This is an optimization exercise on Yosys and OpenROAD, whose aim is small area, a short achievable clock period and few clock cycles, not a production implementation. RTL that was checked went through simulation tests only; none was proved equivalent to the original. Power is estimated from default activity; no workload was simulated.

Design Milestone1, start of the top module:
module Milestone1(
	 input logic Clock,
	 input logic resetn,
	 input logic start,
	 input logic  [15:0] SRAM_read_data,
	 output logic [15:0] SRAM_write_data,
	 output logic done,
	 output logic SRAM_we_n,
	 output logic [17:0] SRAM_address
);
export LEC_CHECK = 0
export CAP_MARGIN = 20
export CORE_MARGIN = 2
export CORE_UTILIZATION = 70
export CTS_CLUSTER_DIAMETER = 90
export CTS_CLUSTER_SIZE = 28
export SETUP_SLACK_MARGIN = 5
export SLEW_MARGIN = 20
create_clock -name core_clock -period 11.0 [get_ports {Clock}]
standard.sh (not shown) runs the stock make flow with config.mk's settings and CLKGATE_MAP_FILE= SYNTH_SCRIPT=/design/flow/synth_recipe.tcl, a recipe that flattens the netlist after the stock synthesis.
==> flow/flow/run.sh <==
#!/bin/bash
# The standard layout (standard.sh) with three changes:
#  - timing repair aims MARGIN ns below the clock period (SETUP_SLACK_MARGIN);
#  - the port buffers are buf_2 cells (the default picks a delay buffer);
#  - after the standard synthesis, flow/polarity.py removes inverters around
#    full adders (a full adder with all inputs and outputs inverted is the
#    same full adder); registers are untouched.
set -euo pipefail
MARGIN=${MARGIN:-7.8}
sed -e "s/SETUP_SLACK_MARGIN=[0-9.]*/SETUP_SLACK_MARGIN=$MARGIN/" \
    -e "s/CLKGATE_MAP_FILE= /CLKGATE_MAP_FILE= 'BUFFER_PORTS_ARGS=-buffer_cell sky130_fd_sc_hd__buf_2' /" \
    standard.sh > standard_margin.sh
grep -q "BUFFER_PORTS_ARGS" standard_margin.sh
grep -q "SETUP_SLACK_MARGIN=$MARGIN" standard_margin.sh
bash standard_margin.sh synth > synth.log 2>&1
RES=orfs/results/${FLOW_PLATFORM}/Milestone1/base
cp $RES/1_2_yosys.v 1_2_yosys.orig.v
python3 flow/polarity.py 1_2_yosys.orig.v $RES/1_2_yosys.v > polarity.log 2>&1
rm -f $RES/1_synth.odb $RES/1_synth.sdc
bash standard_margin.sh > layout.log 2>&1
Other scripts of this flow, unchanged in this note and not shown: flow/flow/polarity.py
Testbench counts at the start, summed over its fixed seeds: cycles 1,152,162.
Change:
--- a/flow/design.v
+++ b/flow/design.v
@@ -250,25 +250,27 @@
 	ic  <= it_c;
 end
 interp_tree u_interp (.p1(ip1), .p2(ip2), .p3(ip3), .a(it_a), .b(it_b), .c(it_c));
 assign iout = ia + ib + {7'd0, ic};
 logic [7:0] ry, rv, gy, gu, gv, by, bu;
 logic [8:0] gs;       
-logic [24:0] r_out, g_out, b_out;
-logic [24:0] ro, go, bo;
+logic [24:0] r_out, g_out;
+logic [24:0] ro, go;
+logic [11:0] b_out, bo;            
+function automatic [7:0] clip12(input logic [11:0] x);
+	clip12 = x[11] ? 8'd0 : (|x[10:8]) ? 8'd255 : x[7:0];
+endfunction
 function automatic [7:0] clip(input logic [24:0] t);
-	logic [11:0] x;
-	x = t[24:13] + t[12:1] + {11'd0, t[0]};
-	clip = x[11] ? 8'd0 : (|x[10:8]) ? 8'd255 : x[7:0];
+	clip = clip12(t[24:13] + t[12:1] + {11'd0, t[0]});
 endfunction
 wire [7:0] gy_n = ph[1] ? yreg[7:0] : yreg[15:8];
 wire [7:0] gu_n = ph[1] ? uodd : uw2;
 wire [7:0] gv_n = ph[1] ? vodd : vw2;
 wire [7:0] r_c = clip(ro);
 wire [7:0] g_c = clip(go);
-wire [7:0] b_c = clip(bo);
+wire [7:0] b_c = clip12(bo);
 always_ff @(posedge Clock) begin
 	ry <= ph[0] ? yreg[7:0] : yreg[15:8];
 	rv <= ph[0] ? vodd : vw2;
 	gy <= gy_n;
 	gu <= gu_n;
 	gv <= gv_n;
@@ -683,13 +685,13 @@
 wire g_161 = (g_117 & y[7]) | (g_117 & ~s[8]) | (y[7] & ~s[8]);
 wire [27:0] g_a = {1'b1, 1'b1, 1'b1, g_161, g_159, g_157, g_155, g_153, g_151, g_149, g_147, g_145, g_143, g_141, g_139, g_137, g_135, g_133, g_131, g_129, g_127, g_125, g_123, g_121, g_119, g_118, ~v[1], ~v[0]};
 wire [27:0] g_b = {1'b0, 1'b0, 1'b0, 1'b1, g_160, g_158, g_156, g_154, g_152, g_150, g_148, g_146, g_144, g_142, g_140, g_138, g_136, g_134, g_132, g_130, g_128, g_126, g_124, g_122, g_120, 1'b1, 1'b0, 1'b1};
 wire [16:0] g_lo = {1'b0, g_a[15:0]} + {1'b0, g_b[15:0]};
 assign o = {g_a[27:16], g_b[27:16], g_lo[16]};
 endmodule
-module csc_b(input logic [7:0] y, input logic [7:0] u, output logic [24:0] o);
+module csc_b(input logic [7:0] y, input logic [7:0] u, output logic [11:0] o);
 wire b_0 = ~y[4] ^ ~u[6];
 wire b_1 = ~y[4] & ~u[6];
 wire b_2 = ~y[5] ^ ~u[7] ^ ~u[5];
 wire b_3 = (~y[5] & ~u[7]) | (~y[5] & ~u[5]) | (~u[7] & ~u[5]);
 wire b_4 = u[2] ^ u[0];
 wire b_5 = u[2] & u[0];
@@ -819,14 +821,14 @@
 wire b_129 = ~(b_84 ^ b_85);
 wire b_130 = b_84 | b_85;
 wire b_131 = b_86 ^ u[7];
 wire b_132 = b_86 & u[7];
 wire [27:0] b_a = {1'b1, 1'b1, b_132, b_130, b_128, b_126, b_124, b_122, b_120, b_118, b_116, b_114, b_112, b_110, b_108, b_106, b_104, b_102, b_100, b_98, b_96, b_94, b_92, b_90, b_88, b_87, ~u[1], ~u[0]};
 wire [27:0] b_b = {1'b0, 1'b0, 1'b1, b_131, b_129, b_127, b_125, b_123, b_121, b_119, b_117, b_115, b_113, b_111, b_109, b_107, b_105, b_103, b_101, b_99, b_97, b_95, b_93, b_91, b_89, ~u[0], 1'b0, 1'b1};
-wire [16:0] b_lo = {1'b0, b_a[15:0]} + {1'b0, b_b[15:0]};
-assign o = {b_a[27:16], b_b[27:16], b_lo[16]};
+wire [27:0] b_s = b_a + b_b;
+assign o = b_s[27:16];
 endmodule
 module interp_tree(input logic [8:0] p1, input logic [8:0] p2, input logic [8:0] p3,
                    output logic [7:0] a, output logic [7:0] b, output logic c);
 wire it_0 = ~p1[5] ^ p1[0] ^ ~p2[3];
 wire it_1 = (~p1[5] & p1[0]) | (~p1[5] & ~p2[3]) | (p1[0] & ~p2[3]);
 wire it_2 = ~p1[6] ^ p1[1] ^ ~p2[4];
What happened: Synthesized cell count went up slightly; total power fell slightly; sequential cell count shrinks by 8; setup slack got worse by 0.33 ns; die area barely changes; sequential power hardly moves; register-to-register slack loses 0.48 ns; final cell count came out higher slightly; via count increases slightly; wire length falls by a few percent; critical path depth rose by 11; first-iteration DRC count climbs by a few percent; sequential share of layout area drops by 1.1 points.
The RTL of the second run of this note was laid out without a check of its function.

what the ideal ports hide:
Ports are ideal in the flow. The routed layouts listed here were re-timed in OpenROAD. Step 1, drivers: a clkbuf_16 drives Clock and a buf_2 each remaining input, both assumed. Step 2 also shifts input and output timing later by t, the mid clock arrival at the registers, as if the neighbouring blocks saw the same clock. Slacks: no drivers / after step 1 / after step 2; pairs: no drivers / after step 1.
| run | shift t [ns] | slack for setup (ns) | clock arrival spread, ns |
|---|---|---|---|
| the first run | 0.587 | 7.691 / 7.638 / 7.841 | 0.047 / 0.047 |
| the second run | 0.574 | 7.357 / 7.357 / 7.357 | 0.034 / 0.034 |
After both steps setup and hold are still met in every run listed.
